Background: an optimization exercise with open tools, aiming at small area, a short achievable clock period and few clock cycles. Do not read the settings as production practice. The RTL was checked by simulation tests, not by an equivalence proof against the original design.

[flow/run.sh]
#!/bin/bash
# synth_recipe.tcl (not shown) runs the flow's synth.tcl, then flattens the netlist and writes it again
# the make line also repeats each setting of config.mk as NAME=value (left out here)
make -C /OpenROAD-flow-scripts/flow DESIGN_CONFIG=/design/flow/config.mk WORK_HOME=/design/flow/orfs CLKGATE_MAP_FILE= SYNTH_SCRIPT=/design/flow/synth_recipe.tcl finish
[flow/config.mk]
export PLATFORM = sky130hd
export DESIGN_NAME = uriscv_core
export DESIGN_NICKNAME = uriscv_core
export VERILOG_FILES = /design/flow/design.v
export SDC_FILE = /design/flow/constraint.sdc
export NUM_CORES = 4
export LEC_CHECK = 0
export CAP_MARGIN = 40
export CORE_MARGIN = 2
export CORE_UTILIZATION = 30
export SETUP_SLACK_MARGIN = 4
export SLEW_MARGIN = 20
[flow/constraint.sdc]
create_clock -name core_clock -period 10.0 [get_ports {clk}]
set_input_delay 2.0000 -clock core_clock [delete_from_list [all_inputs] [get_ports {clk}]]
set_output_delay 2.0000 -clock core_clock [all_outputs]
set_load 0.01 [all_outputs]
[flow/design.v]
module uriscv_muldiv (
    input           clk,
    input           rst_n,
    input           start_i,
    input   [2:0]   func3_i,
    input   [31:0]  operand_ra_i,
    input   [31:0]  operand_rb_i,
    input   [31:0]  operand_ra_raw_i,
    output          done_o,
    output  [31:0]  result_o
);
localparam  S_IDLE = 3'd0;
localparam  S_MUL  = 3'd1;
localparam  S_NORM = 3'd2;
localparam  S_ITER = 3'd3;
localparam  S_FIN  = 3'd4;
logic   [2:0]   state_q;
logic   [4:0]   cnt_q;
logic   [33:0]  r_q;         
logic   [31:0]  d_q;         
logic   [31:0]  q_q;         
logic           neg_q;
logic   [9:0]   pph_q;       
wire        is_div   = func3_i[2];
wire        div_sgn  = ~func3_i[0];            
wire        div_quot = ~func3_i[1];            
wire        a_sgn    = (func3_i[1:0] == 2'b01) | (func3_i[1:0] == 2'b10);
wire        b_sgn    = (func3_i[1:0] == 2'b01);
wire [31:0] a = operand_ra_i;
wire [31:0] b = operand_rb_i;
wire [31:0] ar = operand_ra_raw_i;
wire                mul_top_w = (cnt_q[2:0] == 3'd4);
wire signed [32:0]  mul_a_w   = {a_sgn & ar[31], ar};
wire signed [8:0]   mul_c_w   = {mul_top_w & b_sgn & q_q[7], q_q[7:0]};
wire signed [41:0]  mul_pp_w  = mul_a_w * mul_c_w;
wire        [41:0]  mul_sum_w = {{8{r_q[33]}}, r_q} + {pph_q, d_q};
wire        b_zero_w = (b == 32'b0);
wire [31:0] a_abs_w  = (div_sgn & a[31]) ? -a : a;
wire [31:0] b_abs_w  = (div_sgn & b[31]) ? -b : b;
function automatic [5:0] clz32(input [31:0] x);
    integer i;
    begin
        clz32 = 6'd32;
        for (i = 0; i < 32; i = i + 1)
            if (x[i])
                clz32 = 6'd31 - i[5:0];
    end
endfunction
wire [5:0]  clz_r_w  = clz32(r_q[31:0]);
wire [5:0]  clz_d_w  = clz32(d_q);
wire [5:0]  norm_w   = clz_d_w - clz_r_w;
wire        quick_w  = (clz_d_w < clz_r_w);
wire [32:0] diff_w   = {1'b0, r_q[31:0]} - {1'b0, d_q};
wire        ge_w     = ~diff_w[32];
always_ff @(posedge clk, negedge rst_n)
begin
    if (~rst_n)
    begin
        state_q <= S_IDLE;
        cnt_q   <= 5'd0;
    end
    else
    begin
        case (state_q)
        S_IDLE:
            if (start_i)
            begin
                if (!is_div)
                begin
                    cnt_q   <= 5'd1;
                    state_q <= S_MUL;
                end
                else if (!b_zero_w)
                    state_q <= S_NORM;
            end
        S_MUL:
        begin
            cnt_q <= cnt_q + 5'd1;
            if (cnt_q[2:0] == 3'd5)
            begin
                cnt_q   <= 5'd0;
                state_q <= S_IDLE;
            end
        end
        S_NORM:
        begin
            cnt_q   <= quick_w ? 5'd0 : norm_w[4:0];
            state_q <= quick_w ? S_FIN : S_ITER;
        end
        S_ITER:
        begin
            cnt_q <= cnt_q - 5'd1;
            if (cnt_q == 5'd0)
                state_q <= S_FIN;
        end
        default:
        begin
            cnt_q   <= 5'd0;
            state_q <= S_IDLE;
        end
        endcase
    end
end
always_ff @(posedge clk)
begin
    case (state_q)
    S_IDLE:
    begin
        if (!is_div)
        begin
            r_q          <= 34'b0;
            {pph_q, d_q} <= 42'b0;
            q_q          <= b;
            neg_q        <= 1'b0;
        end
        else
        begin
            r_q   <= {2'b0, a_abs_w};
            d_q   <= b_abs_w;
            q_q   <= 32'b0;
            neg_q <= div_quot ? (div_sgn & (a[31] ^ b[31])) : (div_sgn & a[31]);
        end
    end
    S_MUL:
    begin
        r_q          <= mul_sum_w[41:8];
        q_q          <= {mul_sum_w[7:0], q_q[31:8]};
        {pph_q, d_q} <= mul_pp_w;
    end
    S_NORM:
        d_q   <= d_q << norm_w[4:0];
    S_ITER:
    begin
        if (ge_w)
            r_q[31:0] <= diff_w[31:0];
        q_q   <= {q_q[30:0], ge_w};
        d_q   <= {1'b0, d_q[31:1]};
    end
    default: ;
    endcase
end
wire        sel_q_w  = is_div ? div_quot : (func3_i[1:0] == 2'b00);
wire [31:0] res_w    = sel_q_w ? q_q : r_q[31:0];
wire [31:0] fin_w    = neg_q ? -res_w : res_w;
wire        dz_done_w  = (state_q == S_IDLE) & start_i & is_div & b_zero_w;
wire        mul_last_w = (state_q == S_MUL) & (cnt_q[2:0] == 3'd5);
wire [31:0] mul_res_w  = (func3_i[1:0] == 2'b00) ? {mul_sum_w[7:0], q_q[31:8]} : mul_sum_w[39:8];
assign done_o   = (state_q == S_FIN) | dz_done_w | mul_last_w;
assign result_o = mul_last_w ? mul_res_w :
                  dz_done_w  ? (div_quot ? 32'hFFFFFFFF : a) : fin_w;
endmodule
module uriscv_core #(
    parameter   SUPPORT_BRAM_REGFILE = 1,
    parameter   RST_VECTOR           = 32'h00000000
) (
    input           clk,
    input           rst_n,
    input           intr_i,
    output          mem_i_rd_o,
    output  [31:0]  mem_i_pc_o,
    input   [31:0]  mem_i_inst_i,
    input           mem_i_accept_i,
    input           mem_i_valid_i,
    output          mem_d_rd_o,
    output  [3:0]   mem_d_wr_o,
    output  [31:0]  mem_d_addr_o,
    input   [31:0]  mem_d_data_rd_i,
    output  [31:0]  mem_d_data_wr_o,
    input           mem_d_accept_i,
    input           mem_d_ack_i
);
logic   [1:0]   live_q;          
logic   [1:0]   disc_q;          
logic   [1:0]   sk_cnt_q;
logic   [31:0]  sk0_q;
logic   [31:0]  sk1_q;
logic           e_valid_q;
logic           e_first_q;
logic   [31:0]  pc_q;
logic   [31:0]  ir_q;
logic   [31:0]  rs1_q;
logic   [31:0]  opb_q;           
logic   [31:0]  tgt_q;           
logic           fwd1_q;          
logic           fwd2_q;          
logic           fwdb_q;          
logic           c_alu_q;         
logic           c_lui_q;
logic           c_auipc_q;
logic           c_jal_q;
logic           c_pred_q;        
logic           c_jalr_q;
logic           c_branch_q;
logic           c_load_q;
logic           c_store_q;
logic           c_csr_q;
logic           c_ecall_q;
logic           c_ebreak_q;
logic           c_mret_q;
logic           c_md_q;
logic           c_illegal_q;
logic           c_wr_q;          
logic   [3:0]   c_aluop_q;
logic           ld_wait_q;       
logic   [4:0]   lp_rd_q;
logic           lp_wr_q;
logic   [2:0]   lp_f3_q;
logic           ld_done_w;
logic           ld_iss_w;
logic           lw_en_w;
logic   [31:0]  ld_res_r;
logic   [5:0]   dq_q;            
logic           e_done_w;
logic           redirect_w;
logic   [31:0]  target_w;
logic           wb_en_w;
logic   [31:0]  wb_val_w;
wire    [4:0]   e_rd_w = ir_q[11:7];
wire    [31:0]  pc4_w  = pc_q + 32'd4;
wire        sk_has_w  = (sk_cnt_q != 2'd0);
wire        arr_w     = mem_i_valid_i;
wire        arr_live_w= arr_w & (disc_q == 2'd0);
wire        arr_disc_w= arr_w & (disc_q != 2'd0);
wire [31:0] d_inst_w  = sk_has_w ? sk0_q : mem_i_inst_i;
wire        d_avail_w = sk_has_w | arr_live_w;
wire        e_free_w  = ~e_valid_q | e_done_w;
logic       d_blk_w;
wire        e_load_w  = e_free_w & d_avail_w & ~redirect_w & ~d_blk_w;
wire [4:0]  d_opc     = d_inst_w[6:2];
wire [2:0]  d_f3      = d_inst_w[14:12];
wire [6:0]  d_f7      = d_inst_w[31:25];
wire [4:0]  d_rd      = d_inst_w[11:7];
wire [4:0]  d_rs1     = d_inst_w[19:15];
wire [4:0]  d_rs2     = d_inst_w[24:20];
wire d_rvc     = (d_inst_w[1:0] != 2'b11);
wire d_load    = (d_opc == 5'b00000);
wire d_opimm   = (d_opc == 5'b00100);
wire d_auipc   = (d_opc == 5'b00101);
wire d_store   = (d_opc == 5'b01000);
wire d_op      = (d_opc == 5'b01100);
wire d_lui     = (d_opc == 5'b01101);
wire d_branch  = (d_opc == 5'b11000);
wire d_jalr    = (d_opc == 5'b11001);
wire d_jal     = (d_opc == 5'b11011);
wire d_system  = (d_opc == 5'b11100);
wire d_miscm   = (d_opc == 5'b00011);
wire d_alu_op  = d_op & ((d_f7 == 7'b0000000) | (d_f7 == 7'b0100000));
wire d_md      = d_op & (d_f7 == 7'b0000001);
wire d_ecall   = d_system & (d_inst_w[31:7] == 25'h000000);
wire d_ebreak  = d_system & (d_inst_w[31:7] == 25'h002000);
wire d_mret    = d_system & (d_inst_w[31:7] == 25'h604000);
wire d_csr     = d_system & (d_f3 != 3'b000) & (d_f3 != 3'b100);
wire d_nop     = d_miscm & (d_f3[2:1] == 2'b00);
wire d_known   = d_load | d_opimm | d_auipc | d_store | d_alu_op | d_lui |
                 d_branch | d_jalr | d_jal | d_ecall | d_ebreak | d_mret |
                 d_csr | d_nop | d_md;
wire d_illegal = ~d_known | d_rvc;
wire d_wr      = (d_md | d_opimm | d_alu_op | d_csr | d_auipc | d_lui |
                  d_jalr | d_jal | d_load) & (d_rd != 5'b0);
logic [3:0] d_aluop;
always_comb
begin
    case (d_f3)
    3'b000:  d_aluop = (d_op & d_inst_w[30]) ? 4'b0110 : 4'b0100;
    3'b001:  d_aluop = 4'b0001;
    3'b010:  d_aluop = 4'b1011;
    3'b011:  d_aluop = 4'b1010;
    3'b100:  d_aluop = 4'b1001;
    3'b101:  d_aluop = d_inst_w[30] ? 4'b0011 : 4'b0010;
    3'b110:  d_aluop = 4'b1000;
    default: d_aluop = 4'b0111;
    endcase
end
logic [31:0] d_imm;
always_comb
begin
    if (d_store)
        d_imm = {{20{d_inst_w[31]}}, d_inst_w[31:25], d_inst_w[11:7]};
    else if (d_lui | d_auipc)
        d_imm = {d_inst_w[31:12], 12'b0};
    else if (d_branch)
        d_imm = {{19{d_inst_w[31]}}, d_inst_w[31], d_inst_w[7], d_inst_w[30:25], d_inst_w[11:8], 1'b0};
    else if (d_jal)
        d_imm = {{11{d_inst_w[31]}}, d_inst_w[31], d_inst_w[19:12], d_inst_w[20], d_inst_w[30:21], 1'b0};
    else
        d_imm = {{20{d_inst_w[31]}}, d_inst_w[31:20]};
end
logic   [31:0]  rf_q [1:31];
logic           w_en_q;
logic   [4:0]   w_rd_q;
logic   [31:0]  w_val_q;
always_ff @(posedge clk, negedge rst_n)
    if (~rst_n)
        w_en_q <= 1'b0;
    else
        w_en_q <= wb_en_w | lw_en_w;
always_ff @(posedge clk)
    if (lw_en_w)
    begin
        w_rd_q  <= lp_rd_q;
        w_val_q <= ld_res_r;
    end
    else if (wb_en_w)
    begin
        w_rd_q  <= e_rd_w;
        w_val_q <= wb_val_w;
    end
always_ff @(posedge clk)
begin
    if (w_en_q)
        rf_q[w_rd_q] <= w_val_q;
end
wire [31:0] rf_rs1_w = (d_rs1 == 5'd0) ? 32'b0 : rf_q[d_rs1];
wire [31:0] rf_rs2_w = (d_rs2 == 5'd0) ? 32'b0 : rf_q[d_rs2];
wire [31:0] d_rs1_val = (w_en_q && (w_rd_q == d_rs1)) ? w_val_q : rf_rs1_w;
wire [31:0] d_rs2_val = (w_en_q && (w_rd_q == d_rs2)) ? w_val_q : rf_rs2_w;
wire        src_en_w  = wb_en_w | lw_en_w;
wire [4:0]  src_rd_w  = lw_en_w ? lp_rd_q : e_rd_w;
wire        d_fwd1    = src_en_w && (src_rd_w == d_rs1);
wire        d_fwd2    = src_en_w && (src_rd_w == d_rs2);
wire        d_lsmd_w = d_load | d_store | d_md;
assign d_blk_w = (ld_wait_q & ~ld_done_w &
                  (d_lsmd_w | (lp_wr_q & ((lp_rd_q == d_rs1) | (lp_rd_q == d_rs2) | (lp_rd_q == d_rd))))) |
                 (ld_iss_w &
                  (d_lsmd_w | (c_wr_q & ((e_rd_w == d_rs1) | (e_rd_w == d_rs2) | (e_rd_w == d_rd)))));
wire        d_bimm    = ~d_op & ~d_branch;
logic           f_rd_q;
logic   [31:0]  f_pc_q;
logic   [1:0]   live_n;
logic   [1:0]   disc_n;
logic   [1:0]   sk_cnt_n;
assign mem_i_rd_o = f_rd_q;
assign mem_i_pc_o = f_pc_q;
wire        f_acc_w = f_rd_q & mem_i_accept_i;
wire        d_pred_w   = d_jal | (d_branch & d_inst_w[31]);
wire        d_redir_w  = e_load_w & d_pred_w;
wire [31:0] d_pc_w     = e_valid_q ? (c_pred_q ? tgt_q : pc4_w) : pc_q;
wire [31:0] d_tgt_w    = d_pc_w + d_imm;
wire        f_redir_w  = redirect_w | d_redir_w;
wire [31:0] f_target_w = redirect_w ? target_w : d_tgt_w;
always_comb
begin
    if (f_redir_w)
    begin
        disc_n = disc_q - {1'b0, arr_disc_w} + live_q - {1'b0, arr_live_w} + {1'b0, f_acc_w};
        live_n = 2'd0;
    end
    else
    begin
        disc_n = disc_q - {1'b0, arr_disc_w};
        live_n = live_q - {1'b0, arr_live_w} + {1'b0, f_acc_w};
    end
end
wire [2:0] f_occ_n = {1'b0, live_n} + {1'b0, sk_cnt_n};
always_ff @(posedge clk, negedge rst_n)
begin
    if (~rst_n)
    begin
        f_rd_q  <= 1'b0;
        f_pc_q  <= RST_VECTOR;
        live_q  <= 2'd0;
        disc_q  <= 2'd0;
    end
    else
    begin
        f_rd_q <= f_redir_w | (f_occ_n <= 3'd1);
        if (f_redir_w)
            f_pc_q <= f_target_w;
        else if (f_acc_w)
            f_pc_q <= f_pc_q + 32'd4;
        live_q <= live_n;
        disc_q <= disc_n;
    end
end
wire sk_pop_w  = e_load_w & sk_has_w;
wire sk_push_w = arr_live_w & ~f_redir_w & ~(e_load_w & ~sk_has_w);
always_ff @(posedge clk, negedge rst_n)
begin
    if (~rst_n)
        sk_cnt_q <= 2'd0;
    else
        sk_cnt_q <= sk_cnt_n;
end
assign sk_cnt_n = f_redir_w ? 2'd0 : (sk_cnt_q - {1'b0, sk_pop_w} + {1'b0, sk_push_w});
always_ff @(posedge clk)
begin
    if (sk_pop_w)
    begin
        sk0_q <= (sk_cnt_q == 2'd2) ? sk1_q : mem_i_inst_i;
        sk1_q <= mem_i_inst_i;
    end
    else if (sk_push_w)
    begin
        if (sk_cnt_q == 2'd0)
            sk0_q <= mem_i_inst_i;
        else
            sk1_q <= mem_i_inst_i;
    end
end
always_ff @(posedge clk, negedge rst_n)
begin
    if (~rst_n)
    begin
        e_valid_q <= 1'b0;
        e_first_q <= 1'b0;
    end
    else
    begin
        if (e_load_w)
            e_valid_q <= 1'b1;
        else if (e_done_w)
            e_valid_q <= 1'b0;
        e_first_q <= e_load_w;
    end
end
always_ff @(posedge clk)
begin
    if (e_free_w)
    begin
        ir_q        <= d_inst_w;
        c_pred_q    <= d_pred_w;
        c_alu_q     <= d_opimm | d_alu_op;
        c_lui_q     <= d_lui;
        c_auipc_q   <= d_auipc;
        c_jal_q     <= d_jal;
        c_jalr_q    <= d_jalr;
        c_branch_q  <= d_branch;
        c_load_q    <= d_load;
        c_store_q   <= d_store;
        c_csr_q     <= d_csr;
        c_ecall_q   <= d_ecall;
        c_ebreak_q  <= d_ebreak;
        c_mret_q    <= d_mret;
        c_md_q      <= d_md;
        c_illegal_q <= d_illegal;
        c_wr_q      <= d_wr;
        c_aluop_q   <= (d_opimm | d_alu_op) ? d_aluop : 4'b0100;
    end
end
wire unfwd_w = ~e_free_w;
always_ff @(posedge clk)
begin
    if (e_free_w)
    begin
        rs1_q  <= d_rs1_val;
        fwd1_q <= d_fwd1;
        opb_q  <= d_bimm ? d_imm : d_rs2_val;
        fwdb_q <= d_fwd2 & ~d_bimm;
        tgt_q  <= d_store ? d_rs2_val : d_tgt_w;
        fwd2_q <= d_fwd2;
    end
    else if (unfwd_w)
    begin
        if (fwd1_q)
            rs1_q <= w_val_q;
        if (fwdb_q)
            opb_q <= w_val_q;
        if (fwd2_q & c_store_q)
            tgt_q <= w_val_q;
        fwd1_q <= 1'b0;
        fwdb_q <= 1'b0;
        fwd2_q <= 1'b0;
    end
end
wire [2:0]  e_f3      = ir_q[14:12];
wire [31:0] op1_w     = fwd1_q ? w_val_q : rs1_q;
wire [31:0] alu_b_w   = fwdb_q ? w_val_q : opb_q;
wire [31:0] op2_w     = alu_b_w;                         
wire [31:0] st_data_w = fwd2_q ? w_val_q : tgt_q;        
wire        alu_sub_w = c_branch_q | (c_aluop_q == 4'b0110) |
                        (c_aluop_q == 4'b1010) | (c_aluop_q == 4'b1011);
wire [32:0] alu_sum_w = {1'b0, op1_w} + {1'b0, alu_sub_w ? ~alu_b_w : alu_b_w} + {32'b0, alu_sub_w};
wire        ltu_w     = ~alu_sum_w[32];
wire        lts_w     = (op1_w[31] ^ alu_b_w[31]) ? op1_w[31] : alu_sum_w[31];
wire        eq_w      = (op1_w == op2_w);
wire        shl_w     = (c_aluop_q == 4'b0001);
wire [31:0] sh_in_w;
wire [31:0] sh_out_w;
genvar gi;
generate
for (gi = 0; gi < 32; gi = gi + 1)
begin : g_rev
    assign sh_in_w[gi] = shl_w ? op1_w[31-gi] : op1_w[gi];
end
endgenerate
wire        sh_fill_w = (c_aluop_q == 4'b0011) & op1_w[31];
wire [63:0] sh_ext_w  = {{32{sh_fill_w}}, sh_in_w} >> alu_b_w[4:0];
wire [31:0] shr_w     = sh_ext_w[31:0];
generate
for (gi = 0; gi < 32; gi = gi + 1)
begin : g_rev2
    assign sh_out_w[gi] = shl_w ? shr_w[31-gi] : shr_w[gi];
end
endgenerate
logic [31:0] alu_res_r;
always_comb
begin
    case (c_aluop_q)
    4'b0001,
    4'b0010,
    4'b0011:       alu_res_r = sh_out_w;
    4'b1010:          alu_res_r = {31'b0, ltu_w};
    4'b1011:   alu_res_r = {31'b0, lts_w};
    4'b1001:                alu_res_r = op1_w ^ alu_b_w;
    4'b1000:                 alu_res_r = op1_w | alu_b_w;
    4'b0111:                alu_res_r = op1_w & alu_b_w;
    default:                    alu_res_r = alu_sum_w[31:0];
    endcase
end
wire [31:0] pc_imm_w  = tgt_q;
logic br_take_r;
always_comb
begin
    case (e_f3)
    3'b000:  br_take_r = eq_w;
    3'b001:  br_take_r = ~eq_w;
    3'b100:  br_take_r = lts_w;
    3'b101:  br_take_r = ~lts_w;
    3'b110:  br_take_r = ltu_w;
    3'b111:  br_take_r = ~ltu_w;
    default: br_take_r = 1'b0;
    endcase
end
wire [31:0] addr_w    = alu_sum_w[31:0];
wire        ls_half_w = (e_f3 == 3'b001) | (c_load_q & (e_f3 == 3'b101));
wire        ls_word_w = (e_f3 == 3'b010);
wire        misalign_w= (c_load_q | c_store_q) &
                        ((ls_half_w & addr_w[0]) | (ls_word_w & (addr_w[1:0] != 2'b00)));
logic   [31:0]  csr_mepc_q;
logic   [4:0]   csr_mcause_q;    
logic   [31:0]  csr_sr_q;
logic   [31:0]  csr_mscratch_q;
logic   [31:0]  csr_mip_q;
logic   [31:0]  csr_mie_q;
logic   [31:0]  csr_mtvec_q;
logic   [31:0]  csr_mtval_q;
wire [11:0] csr_addr_w = ir_q[31:20];
wire        take_int_w = (|(csr_mip_q & csr_mie_q)) & csr_sr_q[3];
wire        exc_w      = e_valid_q & e_first_q & (take_int_w | c_illegal_q | misalign_w);
wire        trap_w     = exc_w | (e_valid_q & (c_ecall_q | c_ebreak_q));
logic [31:0] csr_rdata_r;
always_comb
begin
    case (csr_addr_w)
    12'h341:      csr_rdata_r = csr_mepc_q;
    12'h342:    csr_rdata_r = {csr_mcause_q[4], 27'b0, csr_mcause_q[3:0]};
    12'h300:   csr_rdata_r = csr_sr_q;
    12'h305:     csr_rdata_r = csr_mtvec_q;
    12'h343:     csr_rdata_r = csr_mtval_q;
    12'h340:  csr_rdata_r = csr_mscratch_q;
    12'h344:       csr_rdata_r = csr_mip_q & ((1 << 11)   |                       (1 << 7) |                       (1 << 3));
    12'h304:       csr_rdata_r = csr_mie_q & ((1 << 11)   |                       (1 << 7) |                       (1 << 3));
    12'h301:      csr_rdata_r = 32'h00001000 | 32'h40000000 | 32'h00000100;
    default:        csr_rdata_r = 32'b0;
    endcase
end
wire [31:0] csr_data_w = e_f3[2] ? {27'b0, ir_q[19:15]} : op1_w;
wire        csr_set_w  = (e_f3[1:0] == 2'b01) | (e_f3[1:0] == 2'b10);
wire        csr_clr_w  = (e_f3[1:0] == 2'b01) | (e_f3[1:0] == 2'b11);
wire        csr_we_w   = e_done_w & c_csr_q & ~trap_w;
function automatic [31:0] csr_upd(input [31:0] old, input [31:0] data, input set, input clr);
    begin
        if (set && clr)
            csr_upd = data;
        else if (set)
            csr_upd = old | data;
        else if (clr)
            csr_upd = old & ~data;
        else
            csr_upd = old;
    end
endfunction
wire [31:0] mip_in_w = intr_i ? (csr_mip_q | (32'b1 << 11)) : csr_mip_q;
always_ff @(posedge clk, negedge rst_n)
begin
    if (~rst_n)
    begin
        csr_mepc_q     <= 32'b0;
        csr_mcause_q   <= 5'b0;
        csr_sr_q       <= 32'b0;
        csr_mscratch_q <= 32'b0;
        csr_mip_q      <= 32'b0;
        csr_mie_q      <= 32'b0;
        csr_mtvec_q    <= 32'b0;
        csr_mtval_q    <= 32'b0;
    end
    else
    begin
        csr_mip_q <= mip_in_w;
        if (trap_w)
        begin
            csr_sr_q[7] <= csr_sr_q[3];
            csr_sr_q[12:11]  <= 3;
            csr_sr_q[3]  <= 1'b0;
            csr_mepc_q           <= pc_q;
            if (c_illegal_q)
            begin
                csr_mcause_q <= 5'd2;
                csr_mtval_q  <= ir_q;
            end
            else if (c_ebreak_q)
            begin
                csr_mcause_q <= 5'd3;
                csr_mtval_q  <= 32'b0;
            end
            else if (c_ecall_q)
            begin
                csr_mcause_q <= 5'd11;
                csr_mtval_q  <= 32'b0;
            end
            else if (misalign_w)
            begin
                csr_mcause_q <= c_store_q ? 5'd6 : 5'd4;
                csr_mtval_q  <= addr_w;
            end
            else
            begin
                csr_mcause_q <= 5'b10000;
                csr_mtval_q  <= 32'b0;
            end
        end
        else if (e_done_w & c_mret_q)
        begin
            csr_sr_q[3]  <= csr_sr_q[7];
            csr_sr_q[7] <= 1'b1;
            csr_sr_q[12:11]  <= 3;
        end
        else if (csr_we_w)
        begin
            case (csr_addr_w)
            12'h341:     csr_mepc_q     <= csr_upd(csr_mepc_q, csr_data_w, csr_set_w, csr_clr_w);
            12'h342:
            begin
                csr_mcause_q[4]   <= csr_upd({31'b0, csr_mcause_q[4]}, {31'b0, csr_data_w[31]}, csr_set_w, csr_clr_w);
                csr_mcause_q[3:0] <= csr_upd({28'b0, csr_mcause_q[3:0]}, {28'b0, csr_data_w[3:0]}, csr_set_w, csr_clr_w);
            end
            12'h300:  csr_sr_q       <= csr_upd(csr_sr_q, csr_data_w, csr_set_w, csr_clr_w);
            12'h340: csr_mscratch_q <= csr_upd(csr_mscratch_q, csr_data_w, csr_set_w, csr_clr_w);
            12'h344:      csr_mip_q      <= csr_upd(mip_in_w, csr_data_w, csr_set_w, csr_clr_w);
            12'h304:      csr_mie_q      <= csr_upd(csr_mie_q, csr_data_w, csr_set_w, csr_clr_w);
            12'h305:    csr_mtvec_q    <= csr_upd(csr_mtvec_q, csr_data_w, csr_set_w, csr_clr_w);
            12'h343:    csr_mtval_q    <= csr_upd(csr_mtval_q, csr_data_w, csr_set_w, csr_clr_w);
            default: ;
            endcase
        end
    end
end
wire        md_start_w = e_valid_q & e_first_q & c_md_q & ~trap_w;
wire        md_done_w;
wire [31:0] md_res_w;
uriscv_muldiv u_muldiv (
    .clk            (clk        ),
    .rst_n          (rst_n      ),
    .start_i        (md_start_w ),
    .func3_i        (e_f3       ),
    .operand_ra_i   (op1_w      ),
    .operand_rb_i   (op2_w      ),
    .operand_ra_raw_i (rs1_q    ),
    .done_o         (md_done_w  ),
    .result_o       (md_res_w   )
);
logic           m_rd_q;
logic   [3:0]   m_wr_q;
logic   [31:0]  m_addr_q;
logic   [31:0]  m_data_q;
wire        m_act_w   = m_rd_q | (m_wr_q != 4'b0);
wire        m_free_w  = ~m_act_w | mem_d_accept_i;
wire        dq_ok_w   = (dq_q[5:1] != 5'b11111);
wire        ls_go_w   = e_valid_q & ~trap_w & dq_ok_w & m_free_w;
assign      ld_iss_w  = ls_go_w & c_load_q & ~ld_wait_q;
wire        st_iss_w  = ls_go_w & c_store_q;
logic [3:0] st_strb_r;
always_comb
begin
    case (e_f3[1:0])
    2'b00:   st_strb_r = 4'b0001 << addr_w[1:0];
    2'b01:   st_strb_r = addr_w[1] ? 4'b1100 : 4'b0011;
    2'b10:   st_strb_r = 4'b1111;
    default: st_strb_r = 4'b0000;
    endcase
end
always_ff @(posedge clk, negedge rst_n)
begin
    if (~rst_n)
    begin
        m_rd_q <= 1'b0;
        m_wr_q <= 4'b0;
    end
    else if (ld_iss_w | st_iss_w)
    begin
        m_rd_q <= ld_iss_w;
        m_wr_q <= st_iss_w ? st_strb_r : 4'b0000;
    end
    else if (mem_d_accept_i)
    begin
        m_rd_q <= 1'b0;
        m_wr_q <= 4'b0;
    end
end
always_ff @(posedge clk)
begin
    if (ld_iss_w | st_iss_w)
    begin
        m_addr_q <= {addr_w[31:2], 2'b00};
        m_data_q <= (e_f3[1:0] == 2'b00) ? {4{st_data_w[7:0]}} :
                    (e_f3[1:0] == 2'b01) ? {2{st_data_w[15:0]}} : st_data_w;
    end
end
assign mem_d_rd_o      = m_rd_q;
assign mem_d_wr_o      = m_wr_q;
assign mem_d_addr_o    = m_addr_q;
assign mem_d_data_wr_o = m_data_q;
wire        d_req_acc_w = m_act_w & mem_d_accept_i;
assign      ld_done_w   = ld_wait_q & ~m_act_w & mem_d_ack_i & (dq_q == 6'd1);
assign      lw_en_w     = ld_done_w & lp_wr_q;
logic [1:0] ld_off_q;
always_ff @(posedge clk, negedge rst_n)
begin
    if (~rst_n)
    begin
        ld_wait_q <= 1'b0;
        dq_q      <= 6'd0;
    end
    else
    begin
        dq_q <= dq_q + {5'b0, d_req_acc_w} - {5'b0, mem_d_ack_i};
        if (ld_iss_w)
            ld_wait_q <= 1'b1;
        else if (ld_done_w)
            ld_wait_q <= 1'b0;
    end
end
always_ff @(posedge clk)
    if (ld_iss_w)
    begin
        ld_off_q <= addr_w[1:0];
        lp_rd_q  <= e_rd_w;
        lp_wr_q  <= c_wr_q;
        lp_f3_q  <= e_f3;
    end
logic [7:0]  lb;
logic [15:0] lh;
always_comb
begin
    case (ld_off_q)
    2'd0:    lb = mem_d_data_rd_i[7:0];
    2'd1:    lb = mem_d_data_rd_i[15:8];
    2'd2:    lb = mem_d_data_rd_i[23:16];
    default: lb = mem_d_data_rd_i[31:24];
    endcase
    lh = ld_off_q[1] ? mem_d_data_rd_i[31:16] : mem_d_data_rd_i[15:0];
    if (lp_f3_q[1:0] == 2'b00)
        ld_res_r = {{24{lb[7] & ~lp_f3_q[2]}}, lb};
    else if (lp_f3_q[1:0] == 2'b01)
        ld_res_r = {{16{lh[15] & ~lp_f3_q[2]}}, lh};
    else
        ld_res_r = mem_d_data_rd_i;
end
always_comb
begin
    if (~e_valid_q)
        e_done_w = 1'b0;
    else if (trap_w)
        e_done_w = 1'b1;
    else if (c_load_q)
        e_done_w = ld_iss_w;
    else if (c_store_q)
        e_done_w = m_free_w & dq_ok_w;
    else if (c_md_q)
        e_done_w = md_done_w;
    else
        e_done_w = ~(c_wr_q & ld_done_w);   
end
wire   br_miss_w  = c_branch_q & (br_take_r ^ c_pred_q);
assign redirect_w = e_done_w & (trap_w | c_mret_q | c_jalr_q | br_miss_w);
always_comb
begin
    if (trap_w)
        target_w = csr_mtvec_q;
    else if (c_mret_q)
        target_w = csr_mepc_q;
    else if (c_jalr_q)
        target_w = {addr_w[31:1], 1'b0};
    else if (c_pred_q)
        target_w = pc4_w;            
    else
        target_w = pc_imm_w;
end
assign wb_en_w = e_done_w & c_wr_q & ~trap_w & ~c_load_q;
always_comb
begin
    if (c_md_q)
        wb_val_w = md_res_w;
    else if (c_csr_q)
        wb_val_w = csr_rdata_r;
    else if (c_jal_q | c_jalr_q)
        wb_val_w = pc4_w;
    else if (c_auipc_q)
        wb_val_w = pc_imm_w;
    else if (c_lui_q)
        wb_val_w = opb_q;
    else
        wb_val_w = alu_res_r;
end
always_ff @(posedge clk, negedge rst_n)
begin
    if (~rst_n)
        pc_q <= RST_VECTOR;
    else if (e_done_w)
        pc_q <= redirect_w ? target_w : (c_pred_q ? tgt_q : pc4_w);
end
endmodule
==> impl_results.md, run 1 <==
* Post-synth top cells: nand2_1 (2155), edfxtp_1 (1358), o21ai_0 (814)
* Die W at approximately 630 microns
* # fillers at about 39k
* Dpl hpwl at 399000 microns
* Final setup viols at 0
* Synthesized flop and latch total at 1748
* Tcrit/Tclk final at 0.654
* Min-delay worst type: reg -> reg
* Setup_tns at 0 ns
* Boundary pin count at 173
* Setup WS pre-CTS at 2.33 ns
* Largest net degree at the start of global routing at 159
* Synth cell types at a little over 100
* Crit path required time at 10.80 ns
* Number of global-route vias before repair at 98.9k
* Worst-case clock buffer depth at 4
* Worst-Margin Slew at 1.05 ns
* CTS root buf: clkbuf_16
* Vias at 108k
* Status: timing/DRC/antenna clean
* Post-route design area at 135000 sq um
* I/O Buffers at 170
* Main synth FF type: edfxtp_1
* Cell count after synthesis at 12.2k
* Clk sink count at 1748
* First-pass GRT wire length at slightly below 800000 microns
* Final hold viol count at 0
* Setup Crit Path Kind: reg -> reg
* Area leader, netlist: edfxtp_1
* Antenna violations before repair at between 60 and 70
* CTS hold repair buffers at 0
* Gr busiest metal: met2
* First drt pass iteration count at 7
* Asr flop ratio synth at 0.185
* Max Slew Vio Count at 0
* Syn Std Cell Area at 116000 sq um
* Critical Path End Type: flop
* Die H at approximately 630 microns
* CTS H-Tree Depth at 4
* Main area contributors after synthesis: edfxtp_1 (35%), nand2_1 (6.9%), dfrtp_1 (6.9%)
* EDFF count, synth at between 1k and 1.5k
* Fmax at 0.153 GHz
* Gr ovfl total at 0
* Setup slack after layout at 3.46 ns
* ANT nets after route at 0
* Iter 0 DRT Violations at between 15k and 20k
* Placed inst area at 126000 sq um
* Via density at 6.18
* Die Area at about 390000 sq um
* Initial Util at 0.302
* Total routed wirelength at approximately 570000 microns
* GPL Wtd Cong at between 1 and 1.5
* Met2 Use GR at 0.394
* Share of the synthesized area in the top cell type at 0.350
* Post-synthesis sequential area ratio at 0.431
* Post-route clock skew at around 0.11 ns
* Total core area at 386000 sq um
* Syn-to-layout area delta at 15.6%
* Drc violations at 0
* Slew headroom at 0.295
* Met3 GRT Util at 0.0922
* WL/cell at 32.6 microns
* CTS clk-pin slew, worst paths at approximately 0.08 ns
* Clock Latency Late Sink at 0.94 ns
* Max cap viols at 0
* Average size of a mapped cell at between 9 and 10 sq um
* M1 GR Usage at 0.369
* Total CTS buffers at 199
* Top-count cell post-synth: nand2_1
* Worst setup SP type: flop
* RSZ-0062 raised after global routing: yes
* CTS tree: built
* Fin nets at approximately 13k
* Critical path fanouts, max at 36
* GRT Total Usage at 0.281
* Hold slack at 0.489 ns
* Synth Warn # at 2
* Placement Rows at between 200 and 250
* Crit path arrival time at 7.34 ns
* Min Tclk post-route at between 6 and 7 ns
* Proportion of layout cells with a drive suffix above 1 at 0.126
## cell type report
cell class / count / area, sq um / area share
antenna: 37 / 92.6 / 0.000688
clock buffer: 244 / 5260 / 0.0391
clock inverter: 108 / 1190 / 0.00882
inverter: 489 / 1900 / 0.0141
multi-input combinational: 9005 / 62700 / 0.466
sequential: 1748 / 50200 / 0.373
tap: 5175 / 6470 / 0.0481
timing repair buffer: 741 / 6820 / 0.0506
## critical path: stages (launching register included)
cell and delay, ns:
edfxtp_1 0.51, buf_4 0.33, mux2i_1 0.26, buf_4 0.36
inv_1 0.30, ha_2 0.50, nand2_1 0.12, or4_1 0.54
or4_1 0.47, a211o_4 0.40, or4_4 0.47, a31oi_4 0.20
buf_12 0.17, nand2b_4 0.18, a211o_1 0.15, ha_1 0.24
inv_1 0.06, ha_1 0.22, and3_1 0.16, ha_1 0.19
fa_1 0.49, o21bai_1 0.07
## logic make-up (layout without fill, tap and decap cells)
logic type,count (synthesis),count (layout),synth area share
xor gates and xnor gates,387,387,0.0291
muxes,597,598,0.0744
adders and majority gates,568,568,0.0769
DFF,1748,1748,0.431
buffers and inverters,1408,1582,0.0462
AOI/OAI and AO/OA,3053,3053,0.173
and+or+nand+nor,4396,4397,0.169
other,1,39,0.0000322
## per-layer routing
metal  up-vias  part of all wire
met5         -           0.00051
met4        44             0.076
met3      1678              0.14
met2      7996              0.41
met1     53900              0.38
li1      44800                 -
## placed cells by master, fill, tap and decap left out, types with 53 or more instances in the layout
cell type / count
nand2_1: 2147
edfxtp_1: 1358
o21ai_0: 799
nor2_1: 679
a21oi_1: 609
inv_1: 458
nand3_1: 453
buf_4: 442
dfrtp_1: 320
ha_1: 292
xnor2_1: 267
a311oi_1: 239
fa_1: 239
mux2i_1: 236
and3_1: 215
clkbuf_16: 204
mux4_2: 199
nor3_1: 182
clkdlybuf4s50_1: 168
a31oi_1: 167
a22oi_1: 137
and2_1: 130
a221oi_1: 104
xor2_1: 104
o211ai_1: 99
mux2_2: 99
a211oi_1: 93
or3_1: 79
nand4_1: 78
a21o_1: 69
nor4_1: 66
o31ai_1: 65
dfxtp_1: 63
nand2b_1: 62
o311ai_0: 54
or2_2: 53
## timing repair
action / in CTS / in global routing
gates cloned: 4 / 1
pin swaps: 44 / 36
setup buffers: 52 / 33
setup endpoints to repair: 570 / 292
resized for setup: 121 / 92
## path summary, 6_finish.rpt
path | from | end | slack [ns] | depth (start not counted)
setup / recovery | w_val_q[26] | f_rd_q | 3.46 | 21
hold / removal | flop | flop | 0.49 | 1
setup reg to reg | w_val_q[26] | f_rd_q | 3.46 | 21
min in group asynchronous | rst_n | asynchronous set/reset pin | 1.21 | 1
hold reg to reg | flop | flop | 0.49 | 1
max in group asynchronous | rst_n | u_muldiv.cnt_q[0] | 7.41 | 2
## through the flow
stage / cells / utilization
2_1_floorplan: 12200 / -
3_3_place_gp: 17000 / 0.324
3_5_place_dp: 17000 / 0.326
4_1_cts: 17400 / 0.346
5_1_grt: 17500 / 0.349
6_report: 17500 / 0.349
Testbench counts, summed over its fixed seeds: cycles 92,488.
==> run 2, diff against run 1 <==
--- a/flow/design.v
+++ b/flow/design.v
@@ -200,6 +200,7 @@
 logic           c_md_q;
 logic           c_illegal_q;
 logic           c_wr_q;          
+logic           c_alusel_q;      
 logic   [3:0]   c_aluop_q;
 logic           ld_wait_q;       
 logic   [4:0]   lp_rd_q;
@@ -225,7 +226,8 @@
 wire        d_avail_w = sk_has_w | arr_live_w;
 wire        e_free_w  = ~e_valid_q | e_done_w;
 logic       d_blk_w;
-wire        e_load_w  = e_free_w & d_avail_w & ~redirect_w & ~d_blk_w;
+wire        e_take_w  = e_free_w & d_avail_w & ~d_blk_w;      
+wire        e_load_w  = e_take_w & ~redirect_w;
 wire [4:0]  d_opc     = d_inst_w[6:2];
 wire [2:0]  d_f3      = d_inst_w[14:12];
 wire [6:0]  d_f7      = d_inst_w[31:25];
@@ -351,7 +353,12 @@
         live_n = live_q - {1'b0, arr_live_w} + {1'b0, f_acc_w};
     end
 end
-wire [2:0] f_occ_n = {1'b0, live_n} + {1'b0, sk_cnt_n};
+wire [2:0] f_base_w = {1'b0, live_q} + {1'b0, sk_cnt_q};
+wire       f_le0_w  = (f_base_w == 3'd0);
+wire       f_le1_w  = (f_base_w <= 3'd1);
+wire       f_le2_w  = (f_base_w <= 3'd2);
+wire       f_room_w = e_load_w ? (f_acc_w ? f_le1_w : f_le2_w)
+                               : (f_acc_w ? f_le0_w : f_le1_w);
 always_ff @(posedge clk, negedge rst_n)
 begin
     if (~rst_n)
@@ -363,7 +370,7 @@
     end
     else
     begin
-        f_rd_q <= f_redir_w | (f_occ_n <= 3'd1);
+        f_rd_q <= f_redir_w | f_room_w;
         if (f_redir_w)
             f_pc_q <= f_target_w;
         else if (f_acc_w)
@@ -382,14 +389,16 @@
         sk_cnt_q <= sk_cnt_n;
 end
 assign sk_cnt_n = f_redir_w ? 2'd0 : (sk_cnt_q - {1'b0, sk_pop_w} + {1'b0, sk_push_w});
+wire sk_popd_w  = e_take_w & sk_has_w;
+wire sk_pushd_w = arr_live_w & ~(e_take_w & ~sk_has_w);
 always_ff @(posedge clk)
 begin
-    if (sk_pop_w)
+    if (sk_popd_w)
     begin
         sk0_q <= (sk_cnt_q == 2'd2) ? sk1_q : mem_i_inst_i;
         sk1_q <= mem_i_inst_i;
     end
-    else if (sk_push_w)
+    else if (sk_pushd_w)
     begin
         if (sk_cnt_q == 2'd0)
             sk0_q <= mem_i_inst_i;
@@ -419,6 +428,7 @@
     begin
         ir_q        <= d_inst_w;
         c_pred_q    <= d_pred_w;
+        c_alusel_q  <= ~(d_md | d_csr | d_jal | d_jalr | d_auipc | d_lui);
         c_alu_q     <= d_opimm | d_alu_op;
         c_lui_q     <= d_lui;
         c_auipc_q   <= d_auipc;
@@ -787,21 +797,12 @@
         target_w = pc_imm_w;
 end
 assign wb_en_w = e_done_w & c_wr_q & ~trap_w & ~c_load_q;
-always_comb
-begin
-    if (c_md_q)
-        wb_val_w = md_res_w;
-    else if (c_csr_q)
-        wb_val_w = csr_rdata_r;
-    else if (c_jal_q | c_jalr_q)
-        wb_val_w = pc4_w;
-    else if (c_auipc_q)
-        wb_val_w = pc_imm_w;
-    else if (c_lui_q)
-        wb_val_w = opb_q;
-    else
-        wb_val_w = alu_res_r;
-end
+assign wb_val_w = ({32{c_md_q}}              & md_res_w)    |
+                  ({32{c_csr_q}}             & csr_rdata_r) |
+                  ({32{c_jal_q | c_jalr_q}}  & pc4_w)       |
+                  ({32{c_auipc_q}}           & pc_imm_w)    |
+                  ({32{c_lui_q}}             & opb_q)       |
+                  ({32{c_alusel_q}}          & alu_res_r);
 always_ff @(posedge clk, negedge rst_n)
 begin
     if (~rst_n)
==> run 2 against run 1 <==
Still clean on timing, DRC and antenna. Die area decreased by 1.5%. Worst setup slack improved by 0.16 ns. Count of clock-buffer cells in the layout decreased by 17. Synthesized cell count decreased by 8.4%. Sequential share of layout area increased by 0.45 points. Critical path depth increased by 2. Utilization about the same. Design area decreased by 1.1%. Global-route usage decreased by 1.2 points. Synthesized area decreased by 1.5%. Critical endpoint is now u_muldiv.d_q[31].
==> impl_results.md, run 2 <==
* Worst-case clock buffer depth at 4 (unchanged)
* WL/cell at 32.9 microns (was 32.6 microns)
* Slew headroom at 0.282 (was 0.295)
* Crit path arrival time at 6.93 ns (was 7.34 ns)
* Min Tclk post-route at 6.38 ns (was 6.54 ns)
* I/O Buffers at 170 (unchanged)
* Number of global-route vias before repair at 92.4k (was 98.9k)
* Fmax at 0.157 GHz (was 0.153 GHz)
* RSZ-0062 raised after global routing: yes (unchanged)
* First drt pass iteration count at 10 (was 7)
* EDFF count, synth at 1359 (was 1358)
* Fin nets at 11.9k (was 12.8k)
* Die H at 622 microns (was 627 microns)
* Dpl hpwl at 385000 microns (was 399000 microns)
* CP Cell Sequence: inv_4, ha_4, nand4_1, buf_4, bufbuf_16, or2_2, fa_1, fa_1, fa_1, inv_1, fa_1, ha_1, ha_2, o21ai_2, a31oi_4, o211ai_1, buf_4, a31oi_4, a31oi_4, o21bai_1, a21oi_1, xor2_1, o21ai_1 (was buf_4, mux2i_1, buf_4, inv_1, ha_2, nand2_1, or4_1, or4_1, a211o_4, or4_4, a31oi_4, buf_12, nand2b_4, a211o_1, ha_1, inv_1, ha_1, and3_1, ha_1, fa_1, o21bai_1)
* Syn Std Cell Area at 115000 sq um (was 116000 sq um)
* Worst stage delay on the critical path at 0.51 ns (was 0.54 ns)
* Setup Crit Path Kind: reg -> reg (unchanged)
* Xor and xnor fraction of the mapped netlist area at 0.0285 (was 0.0291)
* Vias at 101k (was 108k)
* Total routed wirelength at 543000 microns (was 572000 microns)
* Gr ovfl total at 0 (unchanged)
* Commonest non-fill, non-tap cell in the layout: nand2_1 (unchanged)
* CTS H-Tree Depth at 4 (unchanged)
* Fin util at 0.349 (about the same)
* Final Non-Filler Cells at 16.5k (was 17.5k)
* Max Slew Vio Count at 0 (unchanged)
* Met1 WL at 206000 microns (was 219000 microns)
* Drc violations at 0 (unchanged)
* Placement Rows at 227 (was 228)
* Top-count cell post-synth: nand2_1 (unchanged)
* Synth cell types at 103 (was 101)
* Synth Area in Compound Gates at 0.160 (was 0.173)
* Synth Warn # at 2 (unchanged)
* Worst setup SP type: flop (unchanged)
* Post-synth top cells: nand2_1 (1501), edfxtp_1 (1359), o21ai_0 (772) (was nand2_1 (2155), edfxtp_1 (1358), o21ai_0 (814))
* Die Area at 387000 sq um (was 393000 sq um)
* CTS tree: built (unchanged)
* Post-synthesis sequential area ratio at 0.438 (was 0.431)
* Tcrit/Tclk final at 0.638 (was 0.654)
* Boundary pin count at 173 (unchanged)
* Syn-to-layout area delta at 16.1% (was 15.6%)
* Setup_tns at 0 ns (unchanged)
* Max cap viols at 0 (unchanged)
* Synthesized flop and latch total at 1749 (was 1748)
* Initial Util at 0.301 (was 0.302)
* Total CTS buffers at 194 (was 199)
* Proportion of layout cells with a drive suffix above 1 at 0.156 (was 0.126)
* Asr flop ratio synth at 0.185 (about the same)
* Largest family of logic cells by synthesized area: compound AO/OA/AOI/OAI gates (unchanged)
* Status: timing/DRC/antenna clean (unchanged)
* Final setup viols at 0 (unchanged)
* Critical Path End Type: flop (unchanged)
* Iter 0 DRT Violations at 16.6k (was 17.7k)
* Die W at 622 microns (was 627 microns)
* Max Used Layer: met5 (unchanged)
* CTS clk-pin slew, worst paths at 0.07 ns (was 0.08 ns)
* Clock Latency Late Sink at 0.96 ns (was 0.94 ns)
* Commonest non-fill, non-tap cells in the layout: nand2_1 (1494), edfxtp_1 (1359), o21ai_0 (748) (was nand2_1 (2147), edfxtp_1 (1358), o21ai_0 (799))
* Area leader, netlist: edfxtp_1 (unchanged)
* # placed instances at 16.0k (was 17.0k)
* Synth Area in Adders at 0.0780 (was 0.0769)
* CP most frequent cell: fa_1 (was ha_1)
* Crit path required time at 10.55 ns (was 10.80 ns)
* # fillers at 38.0k (was 38.8k)
* Post-synthesis mux area share at 0.120 (was 0.0744)
* GRT Total Usage at 0.268 (was 0.281)
* Share of the synthesized area in the top cell type at 0.356 (was 0.350)
* Met2 WL at 225000 microns (was 232000 microns)
* DR WL met3 at 71700 microns (was 77300 microns)
* Main area contributors after synthesis: edfxtp_1 (36%), dfrtp_1 (7.0%), mux4_2 (6.6%) (was edfxtp_1 (35%), nand2_1 (6.9%), dfrtp_1 (6.9%))
* Antenna violations before repair at 40 (was 63)
* Via density at 6.11 (was 6.18)
* CTS root buf: clkbuf_16 (unchanged)
* GPL Wtd Cong at 1.07 (was 1.15)
* Slowest library cell on the worst path: edfxtp_1 (was or4_1)
* ANT nets after route at 0 (unchanged)
* First-pass GRT wire length at 741000 microns (was 788000 microns)
* Clk sink count at 1749 (was 1748)
* Critical path fanouts, max at 17 (was 36)
* Total core area at 381000 sq um (was 386000 sq um)
* Average size of a mapped cell at 10.3 sq um (was 9.58 sq um)
* CTS hold repair buffers at 0 (unchanged)
* Worst-Margin Slew at 1.07 ns (was 1.05 ns)
* Min-delay worst type: reg -> reg (unchanged)
* Setup slack after layout at 3.62 ns (was 3.46 ns)
* Setup WS pre-CTS at 2.11 ns (was 2.33 ns)
* Post-route clock skew at 0.137 ns (was 0.114 ns)
* Largest net degree at the start of global routing at 179 (was 159)
* Reg-to-reg setup timing slack at 3.62 ns (was 3.46 ns)
* Post-synthesis simple-gate area fraction at 0.129 (was 0.169)
* Cell count after synthesis at 11.1k (was 12.2k)
* Main synth FF type: edfxtp_1 (unchanged)
* Final hold viol count at 0 (unchanged)
[run 2: changes by cell type in the layout (fill, tap and decap cells not counted), sizes merged, moves of 47 or more]
cell,change
a32oi,+50
or3,-47
nand2,-655
a31oi,-48
o21ai,-66
a311oi,-103
and3,-144
nor3,-67
inv,+64
mux4,+137
a21oi,+53
mux2i,+159
[run 2: what timing repair did]
item	in CTS	in global routing
gates resized for setup	142	105
cloned	1	6
buffers inserted	39	43
pin swaps	45	49
endpoints found under the setup margin	684	207
[run 2: worst paths after layout]
kind | from | endpoint | cells past startpoint
max reg2reg | ir_q[13] | u_muldiv.d_q[31] | 23
max | ir_q[13] | u_muldiv.d_q[31] | 23
max in group asynchronous | rst_n | pc_q[6] | 5
min in group asynchronous | rst_n | asynchronous set/reset pin | 1
min | flop | flop | 1
min reg2reg | flop | flop | 1
[run 2: layer usage]
| metal | GRT usage | up-vias |
|---|---|---|
| met5 | 0 | - |
| met4 | 0.160 | 18 |
| met3 | 0.0813 | 1433 |
| met2 | 0.387 | 7216 |
| met1 | 0.353 | 50500 |
| li1 | - | 41800 |
[run 2: per-stage QoR]
| stage | area, sq um | hold slack (ns) |
|---|---|---|
| 3_5_place_dp | 124000 | 0.498 |
| 6_report | 133000 | 0.510 |
| 5_1_grt | 133000 | 0.528 |
| 3_3_place_gp | 124000 | 0.487 |
| 4_1_cts | 132000 | 0.512 |
| 2_1_floorplan | 115000 | 0.421 |
[run 2: cell type report]
| cell class | instances | area, sq um | share of cell area |
|---|---|---|---|
| Antenna cell | 38 | 95.1 | 0.000714 |
| Timing Repair Buffer | 750 | 6640 | 0.0498 |
| Multi-Input combinational cell | 8033 | 61300 | 0.461 |
| Clock buffer | 227 | 5030 | 0.0378 |
| Tap cell | 5038 | 6300 | 0.0474 |
| Clock inverter | 116 | 1330 | 0.0100 |
| Inverter | 550 | 2140 | 0.0161 |
| Sequential cell | 1749 | 50200 | 0.377 |
[run 2: worst max-delay path, delay by kind of cell, from the launching register on]
family	cells	cell delay, ns
AOI/OAI and AO/OA	8	1.12
xor gates and xnor gates	1	0.26
adders and majority gates	7	2.80
buffers and inverters	5	0.84
DFF	1	0.51
and+or+nand+nor	2	0.49
[run 2: cells by family (layout without fill, tap and decap cells)]
family,count (synthesis),count (layout)
other,1,40
flip-flops,1749,1749
AND/OR/NAND/NOR,3332,3333
XOR/XNOR,373,373
buffers and inverters,1357,1643
AO/OA/AOI/OAI,2826,2826
multiplexers,932,932
adder cells (fa/ha/maj),567,567
Testbench counts of run 2, summed over its fixed seeds: cycles 92,488.
==> run 3, diff against run 2 <==
--- a/flow/design.v
+++ b/flow/design.v
@@ -21,6 +21,8 @@
 logic   [31:0]  q_q;         
 logic           neg_q;
 logic   [9:0]   pph_q;       
+logic           sa_q;        
+logic           sb_q;        
 wire        is_div   = func3_i[2];
 wire        div_sgn  = ~func3_i[0];            
 wire        div_quot = ~func3_i[1];            
@@ -30,20 +32,30 @@
 wire [31:0] b = operand_rb_i;
 wire [31:0] ar = operand_ra_raw_i;
 wire                mul_top_w = (cnt_q[2:0] == 3'd4);
-wire signed [32:0]  mul_a_w   = {a_sgn & ar[31], ar};
-wire signed [8:0]   mul_c_w   = {mul_top_w & b_sgn & q_q[7], q_q[7:0]};
+wire signed [32:0]  mul_a_w   = {sa_q, ar};
+wire signed [8:0]   mul_c_w   = {mul_top_w & sb_q, q_q[7:0]};
 wire signed [41:0]  mul_pp_w  = mul_a_w * mul_c_w;
 wire        [41:0]  mul_sum_w = {{8{r_q[33]}}, r_q} + {pph_q, d_q};
 wire        b_zero_w = (b == 32'b0);
 wire [31:0] a_abs_w  = (div_sgn & a[31]) ? -a : a;
 wire [31:0] b_abs_w  = (div_sgn & b[31]) ? -b : b;
 function automatic [5:0] clz32(input [31:0] x);
-    integer i;
-    begin
-        clz32 = 6'd32;
-        for (i = 0; i < 32; i = i + 1)
-            if (x[i])
-                clz32 = 6'd31 - i[5:0];
+    reg        z16, z8, z4, z2, z1;
+    reg [15:0] y16;
+    reg [7:0]  y8;
+    reg [3:0]  y4;
+    reg [1:0]  y2;
+    begin
+        z16 = ~|x[31:16];
+        y16 = z16 ? x[15:0] : x[31:16];
+        z8  = ~|y16[15:8];
+        y8  = z8 ? y16[7:0] : y16[15:8];
+        z4  = ~|y8[7:4];
+        y4  = z4 ? y8[3:0] : y8[7:4];
+        z2  = ~|y4[3:2];
+        y2  = z2 ? y4[1:0] : y4[3:2];
+        z1  = ~y2[1];
+        clz32 = (x == 32'b0) ? 6'd32 : {1'b0, z16, z8, z4, z2, z1};
     end
 endfunction
 wire [5:0]  clz_r_w  = clz32(r_q[31:0]);
@@ -112,6 +124,8 @@
             {pph_q, d_q} <= 42'b0;
             q_q          <= b;
             neg_q        <= 1'b0;
+            sa_q         <= a_sgn & a[31];
+            sb_q         <= b_sgn & b[31];
         end
         else
         begin
@@ -201,6 +215,8 @@
 logic           c_illegal_q;
 logic           c_wr_q;          
 logic           c_alusel_q;      
+logic           c_mhalf_q;       
+logic           c_mword_q;       
 logic   [3:0]   c_aluop_q;
 logic           ld_wait_q;       
 logic   [4:0]   lp_rd_q;
@@ -320,7 +336,7 @@
 wire [4:0]  src_rd_w  = lw_en_w ? lp_rd_q : e_rd_w;
 wire        d_fwd1    = src_en_w && (src_rd_w == d_rs1);
 wire        d_fwd2    = src_en_w && (src_rd_w == d_rs2);
-wire        d_lsmd_w = d_load | d_store | d_md;
+wire        d_lsmd_w = d_load | d_md;            
 assign d_blk_w = (ld_wait_q & ~ld_done_w &
                   (d_lsmd_w | (lp_wr_q & ((lp_rd_q == d_rs1) | (lp_rd_q == d_rs2) | (lp_rd_q == d_rd))))) |
                  (ld_iss_w &
@@ -429,6 +445,8 @@
         ir_q        <= d_inst_w;
         c_pred_q    <= d_pred_w;
         c_alusel_q  <= ~(d_md | d_csr | d_jal | d_jalr | d_auipc | d_lui);
+        c_mhalf_q   <= (d_load | d_store) & ((d_f3 == 3'b001) | (d_load & (d_f3 == 3'b101)));
+        c_mword_q   <= (d_load | d_store) & (d_f3 == 3'b010);
         c_alu_q     <= d_opimm | d_alu_op;
         c_lui_q     <= d_lui;
         c_auipc_q   <= d_auipc;
@@ -532,10 +550,8 @@
     endcase
 end
 wire [31:0] addr_w    = alu_sum_w[31:0];
-wire        ls_half_w = (e_f3 == 3'b001) | (c_load_q & (e_f3 == 3'b101));
-wire        ls_word_w = (e_f3 == 3'b010);
-wire        misalign_w= (c_load_q | c_store_q) &
-                        ((ls_half_w & addr_w[0]) | (ls_word_w & (addr_w[1:0] != 2'b00)));
+wire [1:0]  ls_lo_w   = op1_w[1:0] + alu_b_w[1:0];
+wire        misalign_w= (c_mhalf_q & ls_lo_w[0]) | (c_mword_q & (ls_lo_w != 2'b00));
 logic   [31:0]  csr_mepc_q;
 logic   [4:0]   csr_mcause_q;    
 logic   [31:0]  csr_sr_q;
@@ -721,7 +737,13 @@
 assign mem_d_addr_o    = m_addr_q;
 assign mem_d_data_wr_o = m_data_q;
 wire        d_req_acc_w = m_act_w & mem_d_accept_i;
-assign      ld_done_w   = ld_wait_q & ~m_act_w & mem_d_ack_i & (dq_q == 6'd1);
+logic [5:0] ld_pos_q;
+assign      ld_done_w   = ld_wait_q & ~m_rd_q & mem_d_ack_i & (ld_pos_q == 6'd0);
+always_ff @(posedge clk)
+    if (ld_iss_w)
+        ld_pos_q <= dq_q + {5'b0, m_act_w & mem_d_accept_i} - {5'b0, mem_d_ack_i};
+    else if (mem_d_ack_i && (ld_pos_q != 6'd0))
+        ld_pos_q <= ld_pos_q - 6'd1;
 assign      lw_en_w     = ld_done_w & lp_wr_q;
 logic [1:0] ld_off_q;
 always_ff @(posedge clk, negedge rst_n)
--- a/flow/config.mk
+++ b/flow/config.mk
@@ -8,5 +8,5 @@
 export CAP_MARGIN = 40
 export CORE_MARGIN = 2
 export CORE_UTILIZATION = 30
-export SETUP_SLACK_MARGIN = 4
+export SETUP_SLACK_MARGIN = 4.5
 export SLEW_MARGIN = 20
==> run 3 against run 2 <==
Still clean. Non-clock buffer count rose by 111. Flip-flop and latch count rose by 10. Maximum frequency rose by 2.4%. Sequential share of layout area fell by 0.36 points. Largest cell class unchanged. Highest routed layer unchanged.
==> impl_results.md, run 3 <==
* Min-delay worst type: reg -> reg (unchanged)
* Max cap viols at 0 (unchanged)
* Post-route clock skew at 0.102 ns (was 0.137 ns)
* GPL Wtd Cong at 1.09 (was 1.07)
* CTS tree: built (unchanged)
* Synthesized flop and latch total at 1759 (was 1749)
* Syn Std Cell Area at 115000 sq um (about the same)
* Dpl hpwl at 375000 microns (was 385000 microns)
* Setup Crit Path Kind: reg -> reg (unchanged)
* Area leader, netlist: edfxtp_1 (unchanged)
* Max Slew Vio Count at 0 (unchanged)
* Gr busiest metal: met2 (unchanged)
* GRT Total Usage at 0.268 (about the same)
* Final setup viols at 0 (unchanged)
* M1 GR Usage at 0.341 (was 0.353)
* Die H at 623 microns (was 622 microns)
* Share of the synthesized area in the top cell type at 0.357 (was 0.356)
* Post-synth top cells: nand2_1 (1967), edfxtp_1 (1369), o21ai_0 (877) (was nand2_1 (1501), edfxtp_1 (1359), o21ai_0 (772))
* Tcrit/Tclk final at 0.624 (was 0.638)
* Min Tclk post-route at 6.24 ns (was 6.38 ns)
* Post-synthesis sequential area ratio at 0.439 (was 0.438)
* Commonest non-fill, non-tap cells in the layout: nand2_1 (1953), edfxtp_1 (1369), o21ai_0 (832) (was nand2_1 (1494), edfxtp_1 (1359), o21ai_0 (748))
* Slew headroom at 0.131 (was 0.282)
* Synth cell types at 101 (was 103)
* Proportion of layout cells with a drive suffix above 1 at 0.156 (about the same)
* Setup slack after layout at 3.76 ns (was 3.62 ns)
* Met2 Use GR at 0.389 (was 0.387)
* Worst-case clock buffer depth at 4 (unchanged)
* CTS root buf: clkbuf_16 (unchanged)
* # fillers at 38.0k (about the same)
* Status: timing/DRC/antenna clean (unchanged)
* ANT nets after route at 0 (unchanged)
* Die Area at 388000 sq um (was 387000 sq um)
* Initial Util at 0.301 (about the same)
* Worst-Margin Slew at 1.30 ns (was 1.07 ns)
* Fin nets at 12.6k (was 11.9k)
* Top-count cell post-synth: nand2_1 (unchanged)
* Number of global-route vias before repair at 96.3k (was 92.4k)
* Synth Warn # at 2 (unchanged)
* Critical path fanouts, max at 7 (was 17)
* Critical Path End Type: flop (unchanged)
* Commonest non-fill, non-tap cell in the layout: nand2_1 (unchanged)
* Total CTS buffers at 199 (was 194)
* Final hold viol count at 0 (unchanged)
* Largest net degree at the start of global routing at 169 (was 179)
* First drt pass iteration count at 8 (was 10)
* Iter 0 DRT Violations at 17.5k (was 16.6k)
* Hold Path Depth at 2 (was 1)
* CTS H-Tree Depth at 4 (unchanged)
* Via density at 6.05 (was 6.11)
* Clk sink count at 1759 (was 1749)
* Worst setup SP type: flop (unchanged)
* Average size of a mapped cell at 9.80 sq um (was 10.3 sq um)
* Total routed wirelength at 545000 microns (was 543000 microns)
* Die W at 623 microns (was 622 microns)
* EDFF count, synth at 1369 (was 1359)
* Main area contributors after synthesis: edfxtp_1 (36%), dfrtp_1 (7.0%), nand2_1 (6.4%) (was edfxtp_1 (36%), dfrtp_1 (7.0%), mux4_2 (6.6%))
* Setup WS pre-CTS at 2.90 ns (was 2.11 ns)
* Vias at 104k (was 101k)
* Drc violations at 0 (unchanged)
* Cell count after synthesis at 11.7k (was 11.1k)
* Antenna violations before repair at 50 (was 40)
* Asr flop ratio synth at 0.184 (was 0.185)
* Clock Latency Late Sink at 0.94 ns (was 0.96 ns)
* CTS clk-pin slew, worst paths at 0.06 ns (was 0.07 ns)
* Crit path required time at 10.60 ns (was 10.55 ns)
* Main synth FF type: edfxtp_1 (unchanged)
* RSZ-0062 raised after global routing: yes (unchanged)
* Setup_tns at 0 ns (unchanged)
* WL/cell at 31.7 microns (was 32.9 microns)
* Syn-to-layout area delta at 17.6% (was 16.1%)
* Gr ovfl total at 0 (unchanged)
* Boundary pin count at 173 (unchanged)
* R2r worst-path depth at 26 (was 23)
* Met3 GRT Util at 0.0902 (was 0.0813)
* Placement Rows at 227 (unchanged)
* Crit path arrival time at 6.83 ns (was 6.93 ns)
* Total core area at 382000 sq um (was 381000 sq um)
* First-pass GRT wire length at 751000 microns (was 741000 microns)
* I/O Buffers at 170 (unchanged)
* Fmax at 0.160 GHz (was 0.157 GHz)
-- run 3: routing by layer --
layer,wire [microns],vias up
met5,141,-
met4,44200,22
met3,73900,1686
met2,226000,7625
met1,201000,51100
li1,-,43400
-- run 3: area by class of cell --
type	count	area (sq um)	area share
repair buffers	861	7850	0.0580
well taps	5038	6300	0.0466
flip-flops and latches	1759	50600	0.374
diodes	17	42.5	0.000315
multi-input cells	8634	61900	0.458
clock buffers	253	5330	0.0394
clock inverters	114	1250	0.00928
inverters	502	1980	0.0146
-- run 3: critical path: stages (launching register included) --
cell	delay [ns]
dfrtp_2	0.41
inv_2	0.08
ha_4	0.17
buf_12	0.11
buf_12	0.10
nand3_4	0.13
or2_2	0.32
fa_2	0.54
fa_2	0.43
fa_1	0.43
inv_1	0.08
fa_2	0.43
ha_1	0.22
ha_4	0.19
a21o_1	0.17
a21o_1	0.16
a21oi_2	0.15
o21ai_1	0.08
and2_4	0.17
or3_4	0.36
o211a_1	0.24
o31a_1	0.33
buf_6	0.16
o21a_1	0.18
a21oi_2	0.15
xor2_1	0.14
nor2_1	0.05
-- run 3: through the flow --
| step | area [sq um] | utilization | hold WS (ns) | std cells |
|---|---|---|---|---|
| 6_report | 135000 | 0.354 | 0.485 | 17200 |
| 5_1_grt | 135000 | 0.354 | 0.506 | 17200 |
| 4_1_cts | 133000 | 0.348 | 0.483 | 17000 |
| 3_5_place_dp | 125000 | 0.326 | 0.470 | 16500 |
| 3_3_place_gp | 124000 | 0.324 | 0.462 | 16400 |
| 2_1_floorplan | 116000 | - | 0.424 | 11700 |
-- run 3: worst paths after layout --
| kind | startpoint | to | slack [ns] |
|---|---|---|---|
| max | u_muldiv.cnt_q[0] | u_muldiv.pph_q[5] | 3.76 |
| min | flop | flop | 0.49 |
| max reg2reg | u_muldiv.cnt_q[0] | u_muldiv.pph_q[5] | 3.76 |
| min reg2reg | flop | flop | 0.49 |
| max in group asynchronous | rst_n | u_muldiv.cnt_q[2] | 7.28 |
| min in group asynchronous | rst_n | csr_mip_q[17] | 1.11 |
-- run 3: what timing repair did --
item,in CTS,in global routing
pin swaps,89,133
gates resized for setup,186,237
gates cloned,7,12
setup buffers,93,121
endpoints found under the setup margin,631,398
hold buffers,0,0
-- run 3: kinds of logic after synthesis --
logic type                 synth area share
and+or+nand+nor                       0.152
AOI/OAI and AO/OA                     0.160
DFF                                   0.439
buffers and inverters                0.0455
muxes                                0.0962
adders and majority gates            0.0776
xor gates and xnor gates             0.0300
other                             0.0000326
Testbench counts of run 3, summed over its fixed seeds: cycles 91,527.

==> what the ideal ports hide <==
No port has a modelled driver above. Below, the same layouts with a new extraction and two added sets of constraints. Step 1 sets driving cells, clkbuf_16 on the clock port and buf_2 on the other inputs (assumed; they add their load-dependent delay and slew). Step 2 also shifts input and output timing later by t, the mid clock arrival at the registers, as if the neighbouring blocks saw the same clock. Slacks: ideal ports / drivers / drivers and shift; pairs: ideal ports / drivers.
run	t, ns	setup slack, ns	worst hold slack (ns)
run 1	0.998	3.461 / 3.461 / 2.909	0.489 / 0.489 / 0.489
run 2	1.000	3.617 / 3.617 / 3.077	0.510 / 0.510 / 0.510
run 3	0.997	3.765 / 3.765 / 3.653	0.485 / 0.485 / 0.485
After both steps setup and hold are still met in every run listed. For run 1, which loses most, drivers alone change the setup slack by 0.000 ns; drivers and shift together by -0.552 ns.
